Source: an optimization exercise on an open RTL-to-GDS flow (aim: small area, a short achievable clock period and few clock cycles per item). Production flows keep margins and buffers that such runs may drop. In this exercise RTL edits were held to simulation tests only and were not proved equivalent to the original. Power is estimated from default activity; no workload was simulated.

==> flow/design.v (outline; a module is shown in full before it is edited, if it fits) <==
// module shift_add_multiplier: 1307 lines
module shift_add_multiplier (
    input  wire         clk,
    input  wire         rst_n,
    input  wire         start,
    input  wire [31:0]  A,
    input  wire [31:0]  B,
    output wire [63:0]  product,
    output wire         done
);
  // ...
==> flow/flow/run.sh <==
#!/bin/bash
# Own layout flow: the standard layout (standard.sh) from synthesis to the final layout,
# except that synthesis leaves the adder logic to ABC instead of mapping it to the platform's
# full/half-adder cells (ADDER_MAP_FILE empty). Registers, their names and cells are those of
# the standard synthesis. Each tool's output: flow.log here, and ORFS's logs under orfs/logs.
set -euo pipefail
bash standard.sh ADDER_MAP_FILE= finish > flow.log 2>&1
==> flow/standard.sh <==
#!/bin/bash
# synth_recipe.tcl (not shown) runs the flow's synth.tcl, then flattens the netlist and writes it again
# the make line also repeats each setting of config.mk as NAME=value (left out here)
make -C /OpenROAD-flow-scripts/flow DESIGN_CONFIG=/design/flow/config.mk WORK_HOME=/design/flow/orfs CLKGATE_MAP_FILE= SYNTH_SCRIPT=/design/flow/synth_recipe.tcl "${@:-finish}"
==> flow/config.mk <==
export PLATFORM = sky130hd
export DESIGN_NAME = shift_add_multiplier
export DESIGN_NICKNAME = shift_add_multiplier
export VERILOG_FILES = /design/flow/design.v
export SDC_FILE = /design/flow/constraint.sdc
export NUM_CORES = 4
export LEC_CHECK = 0
export CAP_MARGIN = 20
export CORE_MARGIN = 2
export CORE_UTILIZATION = 40
export SLEW_MARGIN = 20
==> flow/constraint.sdc <==
create_clock -name core_clock -period 4.5 [get_ports {clk}]
set_input_delay 0.9000 -clock core_clock [delete_from_list [all_inputs] [get_ports {clk}]]
set_output_delay 0.9000 -clock core_clock [all_outputs]
set_load 0.01 [all_outputs]
==> results.yml, run 1 <==
power_and_ir_drop:
  power_mw: 37.09
  power_density_mw_per_mm2: 666.8
  seqPwrFrac_pct: 9.2
  vdd_drop_max_mv: 0.7512
finish:
  ff_latch_area_mm2: 0.003839
  clkbuf_count: 27
  antenna_cells: 1
  seq_share_pct: 6.901
  mostFrequentLayoutCells: "buf_4, xnor2_1, a21oi_1, nor2_1, nand2_1"
  buffers: 1523
  fin_cells: 8240
grt:
  busiest_layer: "met2"
  grt_pass1_wl_um: 268200
  gr-usage-met1_pct: 43.09
  grt_max_degree: 56
logic_synthesis:
  synth_common_cells: "xnor2_1, a21oi_1, nor2_1"
  yosys_register_bits: 128
  synth.top_cell.area_share_pct: 14.85
  synth_simple_gate_area_share_pct: 14.47
  synth_top_cell_by_area: "xnor2_1"
  synth_top_family_by_area: "compound AO/OA/AOI/OAI gates"
  synth_warnings: 1
  synthFlopType: "edfxtp_1"
die:
  boundaryPins: 132
status:
  check.faults: "negative setup slack"
  outcome: "complete, but fails checks"
timing:
  hold_viol: 0
  setup_violations: 24
  min_period_over_period_pct: 108.3
  worst_slack_ns: -0.3746
worst_setup_path:
  r2r-start: "done_reg$_DFFE_PN0P_"
  cp_top_family: "simple AND/OR/NAND/NOR gates"
  cp-startpoint: "cs_q[21]$_DFFE_PP_"
  endpoint: "product[63]"
  r2r_cells: 1
  cp.required_ns: 3.60
  cp_slowest_cell: "or4b_4"
placement:
  numPortBuffers: 131
  dp.cells: 8184
cts:
  cts_setup_buffers: 12
drt:
  ant_nets: 0
  route.met3.wl_um: 17290
hold_path:
  hold_class: "reg2reg"
==> run 2: changes to the inputs <==
--- a/flow/design.v
+++ b/flow/design.v
@@ -3,26 +3,39 @@
     input  wire         clk,
     input  wire         rst_n,
     input  wire         start,
     input  wire [31:0]  A,
     input  wire [31:0]  B,
     output wire [63:0]  product,
     output wire         done
 );
-    reg done_reg;
+    reg done_reg, busy;
+    reg [63:0] prod_q;
+    wire [63:0] prod_d;
     assign done = done_reg;
+    assign product = prod_q;
     always @(posedge clk or negedge rst_n) begin
-        if (!rst_n)
+        if (!rst_n) begin
+            busy <= 1'b0;
             done_reg <= 1'b0;
-        else if (start)
+        end else if (start) begin
+            busy <= 1'b1;
+            done_reg <= 1'b0;
+        end else if (busy) begin
+            busy <= 1'b0;
             done_reg <= 1'b1;
+        end
+    end
+    always @(posedge clk) begin
+        if (busy && !start && rst_n)
+            prod_q <= prod_d;
     end
-    reg  [126:0] cs_q;
-    wire [126:0] cs_d;
+    reg  [243:0] cs_q;
+    wire [243:0] cs_d;
     always @(posedge clk) begin
         if (start && rst_n)
             cs_q <= cs_d;
     end
     wire neg0 = B[1];
     wire x1_0 = B[0] ^ 1'b0;
     wire x2_0 = (B[1] & ~B[0] & ~1'b0) | (~B[1] & B[0] & 1'b0);
     wire pp0_0 = ((x1_0 & A[0]) | (x2_0 & 1'b0)) ^ neg0;
@@ -1050,259 +1063,376 @@
     wire s781, c782;  assign {c782, s781} = c586 + s587 + pp14_27;
     wire s783, c784;  assign {c784, s783} = pp15_25 + pp16_23 + pp16_22;
     wire s785, c786;  assign {c786, s785} = c588 + pp12_32 + pp13_30;
     wire s787, c788;  assign {c788, s787} = pp14_28 + pp15_26 + k13;
     wire s789, c790;  assign {c790, s789} = sn12 + pp13_31 + pp14_29;
     wire s791, c792;  assign {c792, s791} = pp15_27 + pp16_25 + pp16_24;
     wire s793, c794;  assign {c794, s793} = pp13_32 + pp14_30 + pp15_28;
     wire s795, c796;  assign {c796, s795} = sn13 + pp14_31 + pp15_29;
-    wire s797, c798;  assign {c798, s797} = pp0_4 + pp1_2;
-    wire s799, c800;  assign {c800, s799} = pp0_5 + pp1_3;
-    wire s801, c802;  assign {c802, s801} = s589 + pp2_2 + pp3_0;
-    wire s803, c804;  assign {c804, s803} = c590 + s591 + pp2_3;
-    wire s805, c806;  assign {c806, s805} = c592 + s593 + s595;
-    wire s807, c808;  assign {c808, s807} = c594 + c596 + s597;
-    wire s809, c810;  assign {c810, s809} = c598 + c600 + s601;
-    wire s811, c812;  assign {c812, s811} = c602 + c604 + s605;
-    wire s813, c814;  assign {c814, s813} = c606 + c608 + s609;
-    wire s815, c816;  assign {c816, s815} = c610 + c612 + s613;
-    wire s817, c818;  assign {c818, s817} = c614 + c616 + s617;
-    wire s819, c820;  assign {c820, s819} = c618 + c620 + s621;
-    wire s821, c822;  assign {c822, s821} = c622 + c624 + s625;
-    wire s823, c824;  assign {c824, s823} = c626 + c628 + s629;
-    wire s825, c826;  assign {c826, s825} = c630 + c632 + s633;
-    wire s827, c828;  assign {c828, s827} = c634 + c636 + s637;
-    wire s829, c830;  assign {c830, s829} = c638 + c640 + s641;
-    wire s831, c832;  assign {c832, s831} = c642 + c644 + s645;
-    wire s833, c834;  assign {c834, s833} = c646 + c648 + s649;
-    wire s835, c836;  assign {c836, s835} = c650 + c652 + s653;
-    wire s837, c838;  assign {c838, s837} = c654 + c656 + s657;
-    wire s839, c840;  assign {c840, s839} = c658 + c660 + s661;
-    wire s841, c842;  assign {c842, s841} = c662 + c664 + s665;
-    wire s843, c844;  assign {c844, s843} = c666 + c668 + s669;
-    wire s845, c846;  assign {c846, s845} = c670 + c672 + s673;
-    wire s847, c848;  assign {c848, s847} = c674 + c676 + s677;
-    wire s849, c850;  assign {c850, s849} = c678 + c680 + s681;
-    wire s851, c852;  assign {c852, s851} = c682 + c684 + s685;
-    wire s853, c854;  assign {c854, s853} = c686 + c688 + s689;
-    wire s855, c856;  assign {c856, s855} = c690 + c692 + s693;
-    wire s857, c858;  assign {c858, s857} = c694 + c696 + s697;
-    wire s859, c860;  assign {c860, s859} = c698 + c700 + s701;
-    wire s861, c862;  assign {c862, s861} = c702 + c704 + s705;
-    wire s863, c864;  assign {c864, s863} = c706 + c708 + s709;
-    wire s865, c866;  assign {c866, s865} = c710 + c712 + s713;
-    wire s867, c868;  assign {c868, s867} = c714 + c716 + s717;
-    wire s869, c870;  assign {c870, s869} = c718 + c720 + s721;
-    wire s871, c872;  assign {c872, s871} = c722 + c724 + s725;
-    wire s873, c874;  assign {c874, s873} = c726 + c728 + s729;
-    wire s875, c876;  assign {c876, s875} = c730 + c732 + s733;
-    wire s877, c878;  assign {c878, s877} = c734 + c736 + s737;
-    wire s879, c880;  assign {c880, s879} = c738 + c740 + s741;
-    wire s881, c882;  assign {c882, s881} = c742 + c744 + s745;
-    wire s883, c884;  assign {c884, s883} = c746 + c748 + s749;
-    wire s885, c886;  assign {c886, s885} = c750 + c752 + s753;
-    wire s887, c888;  assign {c888, s887} = c754 + c756 + s757;
-    wire s889, c890;  assign {c890, s889} = c758 + c760 + s761;
-    wire s891, c892;  assign {c892, s891} = c762 + c764 + s765;
-    wire s893, c894;  assign {c894, s893} = c766 + c768 + s769;
-    wire s895, c896;  assign {c896, s895} = c770 + c772 + s773;
-    wire s897, c898;  assign {c898, s897} = c774 + c776 + s777;
-    wire s899, c900;  assign {c900, s899} = c778 + c780 + s781;
-    wire s901, c902;  assign {c902, s901} = c782 + c784 + s785;
-    wire s903, c904;  assign {c904, s903} = c786 + c788 + s789;
-    wire s905, c906;  assign {c906, s905} = c790 + c792 + s793;
-    wire s907, c908;  assign {c908, s907} = c794 + s795 + pp16_27;
-    wire s909, c910;  assign {c910, s909} = c796 + pp14_32 + pp15_30;
-    wire s911, c912;  assign {c912, s911} = sn14 + pp15_31 + pp16_29;
-    wire s913, c914;  assign {c914, s913} = pp0_2 + pp1_0;
-    wire s915, c916;  assign {c916, s915} = pp0_3 + pp1_1;
-    wire s917, c918;  assign {c918, s917} = s797 + pp2_0 + neg2;
-    wire s919, c920;  assign {c920, s919} = c798 + s799 + pp2_1;
-    wire s921, c922;  assign {c922, s921} = c800 + s801 + neg3;
-    wire s923, c924;  assign {c924, s923} = c802 + s803 + pp3_1;
-    wire s925, c926;  assign {c926, s925} = c804 + s805 + neg4;
-    wire s927, c928;  assign {c928, s927} = c806 + s807 + s599;
-    wire s929, c930;  assign {c930, s929} = c808 + s809 + s603;
-    wire s931, c932;  assign {c932, s931} = c810 + s811 + s607;
-    wire s933, c934;  assign {c934, s933} = c812 + s813 + s611;
-    wire s935, c936;  assign {c936, s935} = c814 + s815 + s615;
-    wire s937, c938;  assign {c938, s937} = c816 + s817 + s619;
-    wire s939, c940;  assign {c940, s939} = c818 + s819 + s623;
-    wire s941, c942;  assign {c942, s941} = c820 + s821 + s627;
-    wire s943, c944;  assign {c944, s943} = c822 + s823 + s631;
-    wire s945, c946;  assign {c946, s945} = c824 + s825 + s635;
-    wire s947, c948;  assign {c948, s947} = c826 + s827 + s639;
-    wire s949, c950;  assign {c950, s949} = c828 + s829 + s643;
-    wire s951, c952;  assign {c952, s951} = c830 + s831 + s647;
-    wire s953, c954;  assign {c954, s953} = c832 + s833 + s651;
-    wire s955, c956;  assign {c956, s955} = c834 + s835 + s655;
-    wire s957, c958;  assign {c958, s957} = c836 + s837 + s659;
-    wire s959, c960;  assign {c960, s959} = c838 + s839 + s663;
-    wire s961, c962;  assign {c962, s961} = c840 + s841 + s667;
-    wire s963, c964;  assign {c964, s963} = c842 + s843 + s671;
-    wire s965, c966;  assign {c966, s965} = c844 + s845 + s675;
-    wire s967, c968;  assign {c968, s967} = c846 + s847 + s679;
-    wire s969, c970;  assign {c970, s969} = c848 + s849 + s683;
-    wire s971, c972;  assign {c972, s971} = c850 + s851 + s687;
-    wire s973, c974;  assign {c974, s973} = c852 + s853 + s691;
-    wire s975, c976;  assign {c976, s975} = c854 + s855 + s695;
-    wire s977, c978;  assign {c978, s977} = c856 + s857 + s699;
-    wire s979, c980;  assign {c980, s979} = c858 + s859 + s703;
-    wire s981, c982;  assign {c982, s981} = c860 + s861 + s707;
-    wire s983, c984;  assign {c984, s983} = c862 + s863 + s711;
-    wire s985, c986;  assign {c986, s985} = c864 + s865 + s715;
-    wire s987, c988;  assign {c988, s987} = c866 + s867 + s719;
-    wire s989, c990;  assign {c990, s989} = c868 + s869 + s723;
-    wire s991, c992;  assign {c992, s991} = c870 + s871 + s727;
-    wire s993, c994;  assign {c994, s993} = c872 + s873 + s731;
-    wire s995, c996;  assign {c996, s995} = c874 + s875 + s735;
-    wire s997, c998;  assign {c998, s997} = c876 + s877 + s739;
-    wire s999, c1000;  assign {c1000, s999} = c878 + s879 + s743;
-    wire s1001, c1002;  assign {c1002, s1001} = c880 + s881 + s747;
-    wire s1003, c1004;  assign {c1004, s1003} = c882 + s883 + s751;
-    wire s1005, c1006;  assign {c1006, s1005} = c884 + s885 + s755;
-    wire s1007, c1008;  assign {c1008, s1007} = c886 + s887 + s759;
-    wire s1009, c1010;  assign {c1010, s1009} = c888 + s889 + s763;
-    wire s1011, c1012;  assign {c1012, s1011} = c890 + s891 + s767;
-    wire s1013, c1014;  assign {c1014, s1013} = c892 + s893 + s771;
-    wire s1015, c1016;  assign {c1016, s1015} = c894 + s895 + s775;
-    wire s1017, c1018;  assign {c1018, s1017} = c896 + s897 + s779;
-    wire s1019, c1020;  assign {c1020, s1019} = c898 + s899 + s783;
-    wire s1021, c1022;  assign {c1022, s1021} = c900 + s901 + s787;
-    wire s1023, c1024;  assign {c1024, s1023} = c902 + s903 + s791;
-    wire s1025, c1026;  assign {c1026, s1025} = c904 + s905 + k14;
-    wire s1027, c1028;  assign {c1028, s1027} = c906 + s907 + pp16_26;
-    wire s1029, c1030;  assign {c1030, s1029} = c908 + s909 + k15;
-    wire s1031, c1032;  assign {c1032, s1031} = c910 + s911 + pp16_28;
-    wire s1033, c1034;  assign {c1034, s1033} = c912 + pp15_32 + k16;
-    wire s1035, c1036;  assign {c1036, s1035} = sn15 + pp16_31 + pp16_30;
-    wire [63:0] sum_x = {cs_q[125], cs_q[123], cs_q[121], cs_q[119], cs_q[117], cs_q[115], cs_q[113], cs_q[111], cs_q[109], cs_q[107], cs_q[105], cs_q[103], cs_q[101], cs_q[99], cs_q[97], cs_q[95], cs_q[93], cs_q[91], cs_q[89], cs_q[87], cs_q[85], cs_q[83], cs_q[81], cs_q[79], cs_q[77], cs_q[75], cs_q[73], cs_q[71], cs_q[69], cs_q[67], cs_q[65], cs_q[63], cs_q[61], cs_q[59], cs_q[57], cs_q[55], cs_q[53], cs_q[51], cs_q[49], cs_q[47], cs_q[45], cs_q[43], cs_q[41], cs_q[39], cs_q[37], cs_q[35], cs_q[33], cs_q[31], cs_q[29], cs_q[27], cs_q[25], cs_q[23], cs_q[21], cs_q[19], cs_q[17], cs_q[15], cs_q[13], cs_q[11], cs_q[9], cs_q[7], cs_q[5], cs_q[3], cs_q[2], cs_q[0]};
-    wire [63:0] sum_y = {cs_q[126], cs_q[124], cs_q[122], cs_q[120], cs_q[118], cs_q[116], cs_q[114], cs_q[112], cs_q[110], cs_q[108], cs_q[106], cs_q[104], cs_q[102], cs_q[100], cs_q[98], cs_q[96], cs_q[94], cs_q[92], cs_q[90], cs_q[88], cs_q[86], cs_q[84], cs_q[82], cs_q[80], cs_q[78], cs_q[76], cs_q[74], cs_q[72], cs_q[70], cs_q[68], cs_q[66], cs_q[64], cs_q[62], cs_q[60], cs_q[58], cs_q[56], cs_q[54], cs_q[52], cs_q[50], cs_q[48], cs_q[46], cs_q[44], cs_q[42], cs_q[40], cs_q[38], cs_q[36], cs_q[34], cs_q[32], cs_q[30], cs_q[28], cs_q[26], cs_q[24], cs_q[22], cs_q[20], cs_q[18], cs_q[16], cs_q[14], cs_q[12], cs_q[10], cs_q[8], cs_q[6], cs_q[4], 1'b0, cs_q[1]};
-    assign product = sum_x + sum_y;
+    wire s797, c798;  assign {c798, s797} = cs_q[8] + cs_q[9];
+    wire s799, c800;  assign {c800, s799} = cs_q[12] + cs_q[13];
+    wire s801, c802;  assign {c802, s801} = cs_q[15] + cs_q[16] + cs_q[17];
+    wire s803, c804;  assign {c804, s803} = cs_q[19] + cs_q[20] + cs_q[21];
+    wire s805, c806;  assign {c806, s805} = cs_q[23] + cs_q[24] + cs_q[25];
+    wire s807, c808;  assign {c808, s807} = cs_q[27] + cs_q[28] + cs_q[29];
+    wire s809, c810;  assign {c810, s809} = cs_q[31] + cs_q[32] + cs_q[33];
+    wire s811, c812;  assign {c812, s811} = cs_q[35] + cs_q[36] + cs_q[37];
+    wire s813, c814;  assign {c814, s813} = cs_q[39] + cs_q[40] + cs_q[41];
+    wire s815, c816;  assign {c816, s815} = cs_q[43] + cs_q[44] + cs_q[45];
+    wire s817, c818;  assign {c818, s817} = cs_q[47] + cs_q[48] + cs_q[49];
+    wire s819, c820;  assign {c820, s819} = cs_q[51] + cs_q[52] + cs_q[53];
+    wire s821, c822;  assign {c822, s821} = cs_q[55] + cs_q[56] + cs_q[57];
+    wire s823, c824;  assign {c824, s823} = cs_q[59] + cs_q[60] + cs_q[61];
+    wire s825, c826;  assign {c826, s825} = cs_q[63] + cs_q[64] + cs_q[65];
+    wire s827, c828;  assign {c828, s827} = cs_q[67] + cs_q[68] + cs_q[69];
+    wire s829, c830;  assign {c830, s829} = cs_q[71] + cs_q[72] + cs_q[73];
+    wire s831, c832;  assign {c832, s831} = cs_q[75] + cs_q[76] + cs_q[77];
+    wire s833, c834;  assign {c834, s833} = cs_q[79] + cs_q[80] + cs_q[81];
+    wire s835, c836;  assign {c836, s835} = cs_q[83] + cs_q[84] + cs_q[85];
+    wire s837, c838;  assign {c838, s837} = cs_q[87] + cs_q[88] + cs_q[89];
+    wire s839, c840;  assign {c840, s839} = cs_q[91] + cs_q[92] + cs_q[93];
+    wire s841, c842;  assign {c842, s841} = cs_q[95] + cs_q[96] + cs_q[97];
+    wire s843, c844;  assign {c844, s843} = cs_q[99] + cs_q[100] + cs_q[101];
+    wire s845, c846;  assign {c846, s845} = cs_q[103] + cs_q[104] + cs_q[105];
+    wire s847, c848;  assign {c848, s847} = cs_q[107] + cs_q[108] + cs_q[109];
+    wire s849, c850;  assign {c850, s849} = cs_q[111] + cs_q[112] + cs_q[113];
+    wire s851, c852;  assign {c852, s851} = cs_q[115] + cs_q[116] + cs_q[117];
+    wire s853, c854;  assign {c854, s853} = cs_q[119] + cs_q[120] + cs_q[121];
+    wire s855, c856;  assign {c856, s855} = cs_q[123] + cs_q[124] + cs_q[125];
+    wire s857, c858;  assign {c858, s857} = cs_q[127] + cs_q[128] + cs_q[129];
+    wire s859, c860;  assign {c860, s859} = cs_q[131] + cs_q[132] + cs_q[133];
+    wire s861, c862;  assign {c862, s861} = cs_q[135] + cs_q[136] + cs_q[137];
+    wire s863, c864;  assign {c864, s863} = cs_q[139] + cs_q[140] + cs_q[141];
+    wire s865, c866;  assign {c866, s865} = cs_q[143] + cs_q[144] + cs_q[145];
+    wire s867, c868;  assign {c868, s867} = cs_q[147] + cs_q[148] + cs_q[149];
+    wire s869, c870;  assign {c870, s869} = cs_q[151] + cs_q[152] + cs_q[153];
+    wire s871, c872;  assign {c872, s871} = cs_q[155] + cs_q[156] + cs_q[157];
+    wire s873, c874;  assign {c874, s873} = cs_q[159] + cs_q[160] + cs_q[161];
+    wire s875, c876;  assign {c876, s875} = cs_q[163] + cs_q[164] + cs_q[165];
+    wire s877, c878;  assign {c878, s877} = cs_q[167] + cs_q[168] + cs_q[169];
+    wire s879, c880;  assign {c880, s879} = cs_q[171] + cs_q[172] + cs_q[173];
+    wire s881, c882;  assign {c882, s881} = cs_q[175] + cs_q[176] + cs_q[177];
+    wire s883, c884;  assign {c884, s883} = cs_q[179] + cs_q[180] + cs_q[181];
+    wire s885, c886;  assign {c886, s885} = cs_q[183] + cs_q[184] + cs_q[185];
+    wire s887, c888;  assign {c888, s887} = cs_q[187] + cs_q[188] + cs_q[189];
+    wire s889, c890;  assign {c890, s889} = cs_q[191] + cs_q[192] + cs_q[193];
+    wire s891, c892;  assign {c892, s891} = cs_q[195] + cs_q[196] + cs_q[197];
+    wire s893, c894;  assign {c894, s893} = cs_q[199] + cs_q[200] + cs_q[201];
+    wire s895, c896;  assign {c896, s895} = cs_q[203] + cs_q[204] + cs_q[205];
+    wire s897, c898;  assign {c898, s897} = cs_q[207] + cs_q[208] + cs_q[209];
+    wire s899, c900;  assign {c900, s899} = cs_q[211] + cs_q[212] + cs_q[213];
+    wire s901, c902;  assign {c902, s901} = cs_q[215] + cs_q[216] + cs_q[217];
+    wire s903, c904;  assign {c904, s903} = cs_q[219] + cs_q[220] + cs_q[221];
+    wire s905, c906;  assign {c906, s905} = cs_q[223] + cs_q[224] + cs_q[225];
+    wire s907, c908;  assign {c908, s907} = cs_q[227] + cs_q[228] + cs_q[229];
+    wire s909, c910;  assign {c910, s909} = cs_q[231] + cs_q[232] + cs_q[233];
+    wire s911, c912;  assign {c912, s911} = cs_q[235] + cs_q[236] + cs_q[237];
+    wire s913, c914;  assign {c914, s913} = cs_q[3] + cs_q[4];
+    wire s915, c916;  assign {c916, s915} = cs_q[6] + cs_q[7];
+    wire s917, c918;  assign {c918, s917} = s797 + cs_q[10] + cs_q[11];
+    wire s919, c920;  assign {c920, s919} = c798 + s799 + cs_q[14];
+    wire s921, c922;  assign {c922, s921} = c800 + s801 + cs_q[18];
+    wire s923, c924;  assign {c924, s923} = c802 + s803 + cs_q[22];
+    wire s925, c926;  assign {c926, s925} = c804 + s805 + cs_q[26];
+    wire s927, c928;  assign {c928, s927} = c806 + s807 + cs_q[30];
+    wire s929, c930;  assign {c930, s929} = c808 + s809 + cs_q[34];
+    wire s931, c932;  assign {c932, s931} = c810 + s811 + cs_q[38];
+    wire s933, c934;  assign {c934, s933} = c812 + s813 + cs_q[42];
+    wire s935, c936;  assign {c936, s935} = c814 + s815 + cs_q[46];
+    wire s937, c938;  assign {c938, s937} = c816 + s817 + cs_q[50];
+    wire s939, c940;  assign {c940, s939} = c818 + s819 + cs_q[54];
+    wire s941, c942;  assign {c942, s941} = c820 + s821 + cs_q[58];
+    wire s943, c944;  assign {c944, s943} = c822 + s823 + cs_q[62];
+    wire s945, c946;  assign {c946, s945} = c824 + s825 + cs_q[66];
+    wire s947, c948;  assign {c948, s947} = c826 + s827 + cs_q[70];
+    wire s949, c950;  assign {c950, s949} = c828 + s829 + cs_q[74];
+    wire s951, c952;  assign {c952, s951} = c830 + s831 + cs_q[78];
+    wire s953, c954;  assign {c954, s953} = c832 + s833 + cs_q[82];
+    wire s955, c956;  assign {c956, s955} = c834 + s835 + cs_q[86];
+    wire s957, c958;  assign {c958, s957} = c836 + s837 + cs_q[90];
+    wire s959, c960;  assign {c960, s959} = c838 + s839 + cs_q[94];
+    wire s961, c962;  assign {c962, s961} = c840 + s841 + cs_q[98];
+    wire s963, c964;  assign {c964, s963} = c842 + s843 + cs_q[102];
+    wire s965, c966;  assign {c966, s965} = c844 + s845 + cs_q[106];
+    wire s967, c968;  assign {c968, s967} = c846 + s847 + cs_q[110];
+    wire s969, c970;  assign {c970, s969} = c848 + s849 + cs_q[114];
+    wire s971, c972;  assign {c972, s971} = c850 + s851 + cs_q[118];
+    wire s973, c974;  assign {c974, s973} = c852 + s853 + cs_q[122];
+    wire s975, c976;  assign {c976, s975} = c854 + s855 + cs_q[126];
+    wire s977, c978;  assign {c978, s977} = c856 + s857 + cs_q[130];
+    wire s979, c980;  assign {c980, s979} = c858 + s859 + cs_q[134];
+    wire s981, c982;  assign {c982, s981} = c860 + s861 + cs_q[138];
+    wire s983, c984;  assign {c984, s983} = c862 + s863 + cs_q[142];
+    wire s985, c986;  assign {c986, s985} = c864 + s865 + cs_q[146];
+    wire s987, c988;  assign {c988, s987} = c866 + s867 + cs_q[150];
+    wire s989, c990;  assign {c990, s989} = c868 + s869 + cs_q[154];
+    wire s991, c992;  assign {c992, s991} = c870 + s871 + cs_q[158];
+    wire s993, c994;  assign {c994, s993} = c872 + s873 + cs_q[162];
+    wire s995, c996;  assign {c996, s995} = c874 + s875 + cs_q[166];
+    wire s997, c998;  assign {c998, s997} = c876 + s877 + cs_q[170];
+    wire s999, c1000;  assign {c1000, s999} = c878 + s879 + cs_q[174];
+    wire s1001, c1002;  assign {c1002, s1001} = c880 + s881 + cs_q[178];
+    wire s1003, c1004;  assign {c1004, s1003} = c882 + s883 + cs_q[182];
+    wire s1005, c1006;  assign {c1006, s1005} = c884 + s885 + cs_q[186];
+    wire s1007, c1008;  assign {c1008, s1007} = c886 + s887 + cs_q[190];
+    wire s1009, c1010;  assign {c1010, s1009} = c888 + s889 + cs_q[194];
+    wire s1011, c1012;  assign {c1012, s1011} = c890 + s891 + cs_q[198];
+    wire s1013, c1014;  assign {c1014, s1013} = c892 + s893 + cs_q[202];
+    wire s1015, c1016;  assign {c1016, s1015} = c894 + s895 + cs_q[206];
+    wire s1017, c1018;  assign {c1018, s1017} = c896 + s897 + cs_q[210];
+    wire s1019, c1020;  assign {c1020, s1019} = c898 + s899 + cs_q[214];
+    wire s1021, c1022;  assign {c1022, s1021} = c900 + s901 + cs_q[218];
+    wire s1023, c1024;  assign {c1024, s1023} = c902 + s903 + cs_q[222];
+    wire s1025, c1026;  assign {c1026, s1025} = c904 + s905 + cs_q[226];
+    wire s1027, c1028;  assign {c1028, s1027} = c906 + s907 + cs_q[230];
+    wire s1029, c1030;  assign {c1030, s1029} = c908 + s909 + cs_q[234];
+    wire s1031, c1032;  assign {c1032, s1031} = c910 + s911 + cs_q[238];
+    wire s1033, c1034;  assign {c1034, s1033} = c912 + cs_q[239] + cs_q[240];
+    wire s1035, c1036;  assign {c1036, s1035} = cs_q[241] + cs_q[242] + cs_q[243];
+    wire [63:0] sum_x = {c1034, c1032, c1030, c1028, c1026, c1024, c1022, c1020, c1018, c1016, c1014, c1012, c1010, c1008, c1006, c1004, c1002, c1000, c998, c996, c994, c992, c990, c988, c986, c984, c982, c980, c978, c976, c974, c972, c970, c968, c966, c964, c962, c960, c958, c956, c954, c952, c950, c948, c946, c944, c942, c940, c938, c936, c934, c932, c930, c928, c926, c924, c922, c920, c918, c916, c914, s913, cs_q[2], cs_q[0]};
+    wire [63:0] sum_y = {s1035, s1033, s1031, s1029, s1027, s1025, s1023, s1021, s1019, s1017, s1015, s1013, s1011, s1009, s1007, s1005, s1003, s1001, s999, s997, s995, s993, s991, s989, s987, s985, s983, s981, s979, s977, s975, s973, s971, s969, s967, s965, s963, s961, s959, s957, s955, s953, s951, s949, s947, s945, s943, s941, s939, s937, s935, s933, s931, s929, s927, s925, s923, s921, s919, s917, s915, cs_q[5], 1'b0, cs_q[1]};
+    assign prod_d = sum_x + sum_y;
     assign cs_d[0] = pp0_0;
     assign cs_d[1] = neg0;
     assign cs_d[2] = pp0_1;
-    assign cs_d[3] = s913;
-    assign cs_d[4] = neg1;
-    assign cs_d[5] = c914;
-    assign cs_d[6] = s915;
-    assign cs_d[7] = c916;
-    assign cs_d[8] = s917;
-    assign cs_d[9] = c918;
-    assign cs_d[10] = s919;
-    assign cs_d[11] = c920;
-    assign cs_d[12] = s921;
-    assign cs_d[13] = c922;
-    assign cs_d[14] = s923;
-    assign cs_d[15] = c924;
-    assign cs_d[16] = s925;
-    assign cs_d[17] = c926;
-    assign cs_d[18] = s927;
-    assign cs_d[19] = c928;
-    assign cs_d[20] = s929;
-    assign cs_d[21] = c930;
-    assign cs_d[22] = s931;
-    assign cs_d[23] = c932;
-    assign cs_d[24] = s933;
-    assign cs_d[25] = c934;
-    assign cs_d[26] = s935;
-    assign cs_d[27] = c936;
-    assign cs_d[28] = s937;
-    assign cs_d[29] = c938;
-    assign cs_d[30] = s939;
-    assign cs_d[31] = c940;
-    assign cs_d[32] = s941;
-    assign cs_d[33] = c942;
-    assign cs_d[34] = s943;
-    assign cs_d[35] = c944;
-    assign cs_d[36] = s945;
-    assign cs_d[37] = c946;
-    assign cs_d[38] = s947;
-    assign cs_d[39] = c948;
-    assign cs_d[40] = s949;
-    assign cs_d[41] = c950;
-    assign cs_d[42] = s951;
-    assign cs_d[43] = c952;
-    assign cs_d[44] = s953;
-    assign cs_d[45] = c954;
-    assign cs_d[46] = s955;
-    assign cs_d[47] = c956;
-    assign cs_d[48] = s957;
-    assign cs_d[49] = c958;
-    assign cs_d[50] = s959;
-    assign cs_d[51] = c960;
-    assign cs_d[52] = s961;
-    assign cs_d[53] = c962;
-    assign cs_d[54] = s963;
-    assign cs_d[55] = c964;
-    assign cs_d[56] = s965;
-    assign cs_d[57] = c966;
-    assign cs_d[58] = s967;
-    assign cs_d[59] = c968;
-    assign cs_d[60] = s969;
-    assign cs_d[61] = c970;
-    assign cs_d[62] = s971;
-    assign cs_d[63] = c972;
-    assign cs_d[64] = s973;
-    assign cs_d[65] = c974;
-    assign cs_d[66] = s975;
-    assign cs_d[67] = c976;
-    assign cs_d[68] = s977;
-    assign cs_d[69] = c978;
-    assign cs_d[70] = s979;
-    assign cs_d[71] = c980;
-    assign cs_d[72] = s981;
-    assign cs_d[73] = c982;
-    assign cs_d[74] = s983;
-    assign cs_d[75] = c984;
-    assign cs_d[76] = s985;
-    assign cs_d[77] = c986;
-    assign cs_d[78] = s987;
-    assign cs_d[79] = c988;
-    assign cs_d[80] = s989;
-    assign cs_d[81] = c990;
-    assign cs_d[82] = s991;
-    assign cs_d[83] = c992;
-    assign cs_d[84] = s993;
-    assign cs_d[85] = c994;
-    assign cs_d[86] = s995;
-    assign cs_d[87] = c996;
-    assign cs_d[88] = s997;
-    assign cs_d[89] = c998;
-    assign cs_d[90] = s999;
-    assign cs_d[91] = c1000;
-    assign cs_d[92] = s1001;
-    assign cs_d[93] = c1002;
-    assign cs_d[94] = s1003;
-    assign cs_d[95] = c1004;
-    assign cs_d[96] = s1005;
-    assign cs_d[97] = c1006;
-    assign cs_d[98] = s1007;
-    assign cs_d[99] = c1008;
-    assign cs_d[100] = s1009;
-    assign cs_d[101] = c1010;
-    assign cs_d[102] = s1011;
-    assign cs_d[103] = c1012;
-    assign cs_d[104] = s1013;
-    assign cs_d[105] = c1014;
-    assign cs_d[106] = s1015;
-    assign cs_d[107] = c1016;
-    assign cs_d[108] = s1017;
-    assign cs_d[109] = c1018;
-    assign cs_d[110] = s1019;
-    assign cs_d[111] = c1020;
-    assign cs_d[112] = s1021;
-    assign cs_d[113] = c1022;
-    assign cs_d[114] = s1023;
-    assign cs_d[115] = c1024;
-    assign cs_d[116] = s1025;
-    assign cs_d[117] = c1026;
-    assign cs_d[118] = s1027;
-    assign cs_d[119] = c1028;
-    assign cs_d[120] = s1029;
-    assign cs_d[121] = c1030;
-    assign cs_d[122] = s1031;
-    assign cs_d[123] = c1032;
-    assign cs_d[124] = s1033;
-    assign cs_d[125] = c1034;
-    assign cs_d[126] = s1035;
+    assign cs_d[3] = pp0_2;
+    assign cs_d[4] = pp1_0;
+    assign cs_d[5] = neg1;
+    assign cs_d[6] = pp0_3;
+    assign cs_d[7] = pp1_1;
+    assign cs_d[8] = pp0_4;
+    assign cs_d[9] = pp1_2;
+    assign cs_d[10] = pp2_0;
+    assign cs_d[11] = neg2;
+    assign cs_d[12] = pp0_5;
+    assign cs_d[13] = pp1_3;
+    assign cs_d[14] = pp2_1;
+    assign cs_d[15] = s589;
+    assign cs_d[16] = pp2_2;
+    assign cs_d[17] = pp3_0;
+    assign cs_d[18] = neg3;
+    assign cs_d[19] = c590;
+    assign cs_d[20] = s591;
+    assign cs_d[21] = pp2_3;
+    assign cs_d[22] = pp3_1;
+    assign cs_d[23] = c592;
+    assign cs_d[24] = s593;
+    assign cs_d[25] = s595;
+    assign cs_d[26] = neg4;
+    assign cs_d[27] = c594;
+    assign cs_d[28] = c596;
+    assign cs_d[29] = s597;
+    assign cs_d[30] = s599;
+    assign cs_d[31] = c598;
+    assign cs_d[32] = c600;
+    assign cs_d[33] = s601;
+    assign cs_d[34] = s603;
+    assign cs_d[35] = c602;
+    assign cs_d[36] = c604;
+    assign cs_d[37] = s605;
+    assign cs_d[38] = s607;
+    assign cs_d[39] = c606;
+    assign cs_d[40] = c608;
+    assign cs_d[41] = s609;
+    assign cs_d[42] = s611;
+    assign cs_d[43] = c610;
+    assign cs_d[44] = c612;
+    assign cs_d[45] = s613;
+    assign cs_d[46] = s615;
+    assign cs_d[47] = c614;
+    assign cs_d[48] = c616;
+    assign cs_d[49] = s617;
+    assign cs_d[50] = s619;
+    assign cs_d[51] = c618;
+    assign cs_d[52] = c620;
+    assign cs_d[53] = s621;
+    assign cs_d[54] = s623;
+    assign cs_d[55] = c622;
+    assign cs_d[56] = c624;
+    assign cs_d[57] = s625;
+    assign cs_d[58] = s627;
+    assign cs_d[59] = c626;
+    assign cs_d[60] = c628;
+    assign cs_d[61] = s629;
+    assign cs_d[62] = s631;
+    assign cs_d[63] = c630;
+    assign cs_d[64] = c632;
+    assign cs_d[65] = s633;
+    assign cs_d[66] = s635;
+    assign cs_d[67] = c634;
+    assign cs_d[68] = c636;
+    assign cs_d[69] = s637;
+    assign cs_d[70] = s639;
+    assign cs_d[71] = c638;
+    assign cs_d[72] = c640;
+    assign cs_d[73] = s641;
+    assign cs_d[74] = s643;
+    assign cs_d[75] = c642;
+    assign cs_d[76] = c644;
+    assign cs_d[77] = s645;
+    assign cs_d[78] = s647;
+    assign cs_d[79] = c646;
+    assign cs_d[80] = c648;
+    assign cs_d[81] = s649;
+    assign cs_d[82] = s651;
+    assign cs_d[83] = c650;
+    assign cs_d[84] = c652;
+    assign cs_d[85] = s653;
+    assign cs_d[86] = s655;
+    assign cs_d[87] = c654;
+    assign cs_d[88] = c656;
+    assign cs_d[89] = s657;
+    assign cs_d[90] = s659;
+    assign cs_d[91] = c658;
+    assign cs_d[92] = c660;
+    assign cs_d[93] = s661;
+    assign cs_d[94] = s663;
+    assign cs_d[95] = c662;
+    assign cs_d[96] = c664;
+    assign cs_d[97] = s665;
+    assign cs_d[98] = s667;
+    assign cs_d[99] = c666;
+    assign cs_d[100] = c668;
+    assign cs_d[101] = s669;
+    assign cs_d[102] = s671;
+    assign cs_d[103] = c670;
+    assign cs_d[104] = c672;
+    assign cs_d[105] = s673;
+    assign cs_d[106] = s675;
+    assign cs_d[107] = c674;
+    assign cs_d[108] = c676;
+    assign cs_d[109] = s677;
+    assign cs_d[110] = s679;
+    assign cs_d[111] = c678;
+    assign cs_d[112] = c680;
+    assign cs_d[113] = s681;
+    assign cs_d[114] = s683;
+    assign cs_d[115] = c682;
+    assign cs_d[116] = c684;
+    assign cs_d[117] = s685;
+    assign cs_d[118] = s687;
+    assign cs_d[119] = c686;
+    assign cs_d[120] = c688;
+    assign cs_d[121] = s689;
+    assign cs_d[122] = s691;
+    assign cs_d[123] = c690;
+    assign cs_d[124] = c692;
+    assign cs_d[125] = s693;
+    assign cs_d[126] = s695;
+    assign cs_d[127] = c694;
+    assign cs_d[128] = c696;
+    assign cs_d[129] = s697;
+    assign cs_d[130] = s699;
+    assign cs_d[131] = c698;
+    assign cs_d[132] = c700;
+    assign cs_d[133] = s701;
+    assign cs_d[134] = s703;
+    assign cs_d[135] = c702;
+    assign cs_d[136] = c704;
+    assign cs_d[137] = s705;
+    assign cs_d[138] = s707;
+    assign cs_d[139] = c706;
+    assign cs_d[140] = c708;
+    assign cs_d[141] = s709;
+    assign cs_d[142] = s711;
+    assign cs_d[143] = c710;
+    assign cs_d[144] = c712;
+    assign cs_d[145] = s713;
+    assign cs_d[146] = s715;
+    assign cs_d[147] = c714;
+    assign cs_d[148] = c716;
+    assign cs_d[149] = s717;
+    assign cs_d[150] = s719;
+    assign cs_d[151] = c718;
+    assign cs_d[152] = c720;
+    assign cs_d[153] = s721;
+    assign cs_d[154] = s723;
+    assign cs_d[155] = c722;
+    assign cs_d[156] = c724;
+    assign cs_d[157] = s725;
+    assign cs_d[158] = s727;
+    assign cs_d[159] = c726;
+    assign cs_d[160] = c728;
+    assign cs_d[161] = s729;
+    assign cs_d[162] = s731;
+    assign cs_d[163] = c730;
+    assign cs_d[164] = c732;
+    assign cs_d[165] = s733;
+    assign cs_d[166] = s735;
+    assign cs_d[167] = c734;
+    assign cs_d[168] = c736;
+    assign cs_d[169] = s737;
+    assign cs_d[170] = s739;
+    assign cs_d[171] = c738;
+    assign cs_d[172] = c740;
+    assign cs_d[173] = s741;
+    assign cs_d[174] = s743;
+    assign cs_d[175] = c742;
+    assign cs_d[176] = c744;
+    assign cs_d[177] = s745;
+    assign cs_d[178] = s747;
+    assign cs_d[179] = c746;
+    assign cs_d[180] = c748;
+    assign cs_d[181] = s749;
+    assign cs_d[182] = s751;
+    assign cs_d[183] = c750;
+    assign cs_d[184] = c752;
+    assign cs_d[185] = s753;
+    assign cs_d[186] = s755;
+    assign cs_d[187] = c754;
+    assign cs_d[188] = c756;
+    assign cs_d[189] = s757;
+    assign cs_d[190] = s759;
+    assign cs_d[191] = c758;
+    assign cs_d[192] = c760;
+    assign cs_d[193] = s761;
+    assign cs_d[194] = s763;
+    assign cs_d[195] = c762;
+    assign cs_d[196] = c764;
+    assign cs_d[197] = s765;
+    assign cs_d[198] = s767;
+    assign cs_d[199] = c766;
+    assign cs_d[200] = c768;
+    assign cs_d[201] = s769;
+    assign cs_d[202] = s771;
+    assign cs_d[203] = c770;
+    assign cs_d[204] = c772;
+    assign cs_d[205] = s773;
+    assign cs_d[206] = s775;
+    assign cs_d[207] = c774;
+    assign cs_d[208] = c776;
+    assign cs_d[209] = s777;
+    assign cs_d[210] = s779;
+    assign cs_d[211] = c778;
+    assign cs_d[212] = c780;
+    assign cs_d[213] = s781;
+    assign cs_d[214] = s783;
+    assign cs_d[215] = c782;
+    assign cs_d[216] = c784;
+    assign cs_d[217] = s785;
+    assign cs_d[218] = s787;
+    assign cs_d[219] = c786;
+    assign cs_d[220] = c788;
+    assign cs_d[221] = s789;
+    assign cs_d[222] = s791;
+    assign cs_d[223] = c790;
+    assign cs_d[224] = c792;
+    assign cs_d[225] = s793;
+    assign cs_d[226] = k14;
+    assign cs_d[227] = c794;
+    assign cs_d[228] = s795;
+    assign cs_d[229] = pp16_27;
+    assign cs_d[230] = pp16_26;
+    assign cs_d[231] = c796;
+    assign cs_d[232] = pp14_32;
+    assign cs_d[233] = pp15_30;
+    assign cs_d[234] = k15;
+    assign cs_d[235] = sn14;
+    assign cs_d[236] = pp15_31;
+    assign cs_d[237] = pp16_29;
+    assign cs_d[238] = pp16_28;
+    assign cs_d[239] = pp15_32;
+    assign cs_d[240] = k16;
+    assign cs_d[241] = sn15;
+    assign cs_d[242] = pp16_31;
+    assign cs_d[243] = pp16_30;
 endmodule
==> flow/run.sh (new file) <==
#!/bin/bash
# synth_recipe.tcl (not shown) runs the flow's synth.tcl, then flattens the netlist and writes it again
# the make line also repeats each setting of config.mk as NAME=value (left out here)
make -C /OpenROAD-flow-scripts/flow DESIGN_CONFIG=/design/flow/config.mk WORK_HOME=/design/flow/orfs CLKGATE_MAP_FILE= SYNTH_SCRIPT=/design/flow/synth_recipe.tcl finish
removed: flow/flow/run.sh
removed: flow/standard.sh
==> run 2 against run 1 <==
Effect of this change:
- now clean on timing, DRC and antenna
- sequential power grew 65%
- combinational power shrank 31%
- sequential share of layout area up 12 points
- critical endpoint is now prod_q[55]$_DFFE_PP_
- largest cell class unchanged
- highest routed layer unchanged
==> results.yml, run 2 <==
finish:
  area_growth_pct: 13.80
  final_common_cell: "nand2_1"
  mostFrequentLayoutCells: "nand2_1, a21oi_1, fa_1, inv_1, buf_4"
  fin_cells: 6603
  drive_gt1_share_pct: 11.94
  design_area_mm2: 0.04819
  nNetsFinal: 5816
  regMostFlops: "cs_q"
  largest_reg_flops: 244
  final_util_pct: 45.84
cts:
  path_clk_slew_ns: 0.06
  h-tree-depth: 2
  clk_path_buf_depth: 3
  cts_buffers: 37
  cts.sinks: 310
  tritoncts: "yes"
  cts_setup_buffers: 0
  clock_latency_ns: 0.59
  clk_root_buffer_cell: "clkbuf_16"
die:
  row_count: 119
  boundaryPins: 132
  die_x_um: 329.4
  dieArea_mm2: 0.1085
  core_mm2: 0.1051
  start_util_pct: 40.28
  die_h_um: 329.4
timing:
  worst_slew_pin_slew_ns: 0.8507
  max_clock_freq_ghz: 0.2239
  fin_skew_ns: 0.03076
  fin_crit_ns: 4.467
  setup_violations: 0
  slew_viol_final: 0
  min_period_over_period_pct: 99.26
  setup-tns-final_ns: 0
  hold_viol: 0
  maxSlewHeadroom_pct: 43.28
  rsz0062_at_grt: "no"
  whs_ns: 0.4972
  worst_slack_ns: 0.03325
job:
  drv_cap: 0
placement:
  dpl-instance-area_mm2: 0.04691
  dp.cells: 6535
  numPortBuffers: 131
  dpl.hpwl_um: 124200
  preCtsSetupSlack_ns: -0.5531
  place_congestion: 0.9454
grt:
  overflow: 0
  grt_usage_pct: 29.08
  grt_pass1_wl_um: 239400
  grt_max_degree: 90
  antenna_found_initial: 6
  grt_pass1_vias: 36560
logic_synthesis:
  syn_nets: 5827
  netlist_area_mm2: 0.04235
  synth_common_cells: "nand2_1, a21oi_1, clkbuf_1"
  synth.top_cell.area_share_pct: 22.36
  yosysSeqAreaShare_pct: 21.96
  synth_fa_ha_area_share_pct: 26.98
  yosys_register_bits: 310
  post-synth-top-count-cell: "nand2_1"
  synth_area_leaders: "fa_1, edfxtp_1, a21oi_1"
  synth_warnings: 1
  synth_xor_area_share_pct: 2.585
  synth-compound-area-share_pct: 27.37
  syn_avg_cell_area_um2: 8.153
  synth_top_cell_by_area: "fa_1"
  synthFlopType: "edfxtp_1"
  synth_cell_types: 68
  synthCells: 5194
  synth_simple_gate_area_share_pct: 11.29
  synth_edf_count: 308
  synth_top_family_by_area: "compound AO/OA/AOI/OAI gates"
  async_flop_share_pct: 0.6452
  muxShareOfSynthArea_pct: 0.1330
power_and_ir_drop:
  power.switching_mw: 14.73
  power_mw: 30.79
  power_density_mw_per_mm2: 638.9
  combinationalPowerShare_pct: 71.9
  vdd_drop_max_mv: 0.6736
  leakage_nw: 19.04
  seqPwrFrac_pct: 18.4
  power_frac_clock_pct: 9.7
  p_int_mw: 16.06
  switching_share_pct: 47.83
worst_setup_path:
  start_kind: "flip-flop"
  critPathCaptureType: "flip-flop"
  cp.required_ns: 4.83
  crit_arrival_ns: 4.80
  r2r-start: "cs_q[135]$_DFFE_PP_"
  worstPathMaxFanout: 2
  cp-startpoint: "cs_q[135]$_DFFE_PP_"
  rrSetupSlack_ns: 0.03
  crit_type: "reg2reg"
hold_path:
  hold_class: "in2async"
drt:
  dr.first_iter.drc_count: 5862
  via_per_inst: 6.085
  dr.pass1.iters: 9
  num_vias: 40180
  routed_wirelength_um: 159900
  wl_per_cell_um: 24.22
  ant_nets: 0
  drc: 0
status:
  outcome: "timing/DRC/antenna clean"
[run 2: worst max-delay path, cell delays in order (launching register included)]
cell	delay [ns]
edfxtp_1	0.40
fa_1	0.57
inv_1	0.06
fa_1	0.57
inv_1	0.07
ha_1	0.29
nand3_1	0.09
or4_1	0.60
or3_1	0.46
a31oi_2	0.39
o211ai_1	0.22
nand3b_1	0.23
a21oi_1	0.12
xnor2_1	0.14
[run 2: power by group through the flow]
stage | Sequential [mW] | Clock [mW] | Combinational [mW]
finish | 5.66 | 2.99 | 22.1
global route | 5.75 | 3.14 | 24.4
CTS | 5.68 | 3.05 | 21.6
detailed placement | 5.73 | 0 | 21.5
global placement | 5.71 | 0 | 21.2
floorplan | 5.77 | 0 | 13.7
[run 2: final cells by class]
cell class                      instances  area (um^2)
Tap cell                             1391         1740
Fill cell                           10150        56930
Timing Repair Buffer                  596         5192
Sequential cell                       310         9299
Inverter                              443         1663
Clock inverter                         24        219.0
Multi-Input combinational cell       3795        29110
Antenna cell                            2        5.005
Clock buffer                           42        965.9
[run 2: final timing paths]
check / end / depth (start not counted)
max: prod_q[55]$_DFFE_PP_ / 13
min: busy$_DFF_PN0_ / 1
max reg2reg: prod_q[55]$_DFFE_PP_ / 13
min reg2reg: done_reg$_DFFE_PN0P_ / 2
max in group asynchronous: done_reg$_DFFE_PN0P_ / 1
min in group core_clock: done_reg$_DFFE_PN0P_ / 2
[run 2: routing by layer]
| metal | part of all wire, % | global-route usage (%) | vias to the layer above |
|---|---|---|---|
| li1 | - | - | 18040 |
| met1 | 44 | 44.04 | 19590 |
| met2 | 41 | 40.90 | 2313 |
| met3 | 12 | 6.726 | 224 |
| met4 | 3.1 | 8.518 | 4 |
| met5 | 0.013 | 0 | - |
[run 2: repair_timing]
| action | 4_1_cts | 5_1_grt |
|---|---|---|
| pin swaps | 0 | 3 |
| hold buffers | 0 | 0 |
| resized for setup | 2 | 14 |
| endpoints found under the setup margin | 6 | 15 |
[run 2: kinds of logic after synthesis]
family,Yosys count
AOI/OAI and AO/OA,1859
and+or+nand+nor,1161
buffers and inverters,1089
adders and majority gates,645
DFF,310
xor gates and xnor gates,125
muxes,5
Testbench counts of run 2, summed over its fixed seeds: cycles 3,200, items 1,600.

[afterwards: timing with drivers on the ports]
How much do the figures lean on ideal ports? The routed layouts below were timed once more, with nothing changed but the port constraints.
Step 1: set_driving_cell puts a clkbuf_16 on clk and a buf_2 on each other input, an assumption about the parent block.
Step 2 also shifts input and output timing later by t, the mid clock arrival at the registers, as if the neighbouring blocks saw the same clock.
a / b / c = ideal / step 1 / step 2; a / b = the first two.
| run | t, ns | setup WS [ns] | hold WS [ns] | slew at the worst register clock pin (ns) | cell pins on the clock port's net |
|---|---|---|---|---|---|
| run 1 | 0.530 | -0.375 / -0.433 / -0.415 | 0.466 / 0.466 / 0.466 | 0.06 / 0.06 | 1 |
| run 2 | 0.643 | 0.033 / 0.033 / -0.513 | 0.497 / 0.461 / 0.523 | 0.07 / 0.07 | 1 |
Met with ideal ports but missed after step 2: setup timing in run 2. For run 2, which loses most, drivers alone change the setup slack by 0.000 ns; drivers and shift together by -0.546 ns.
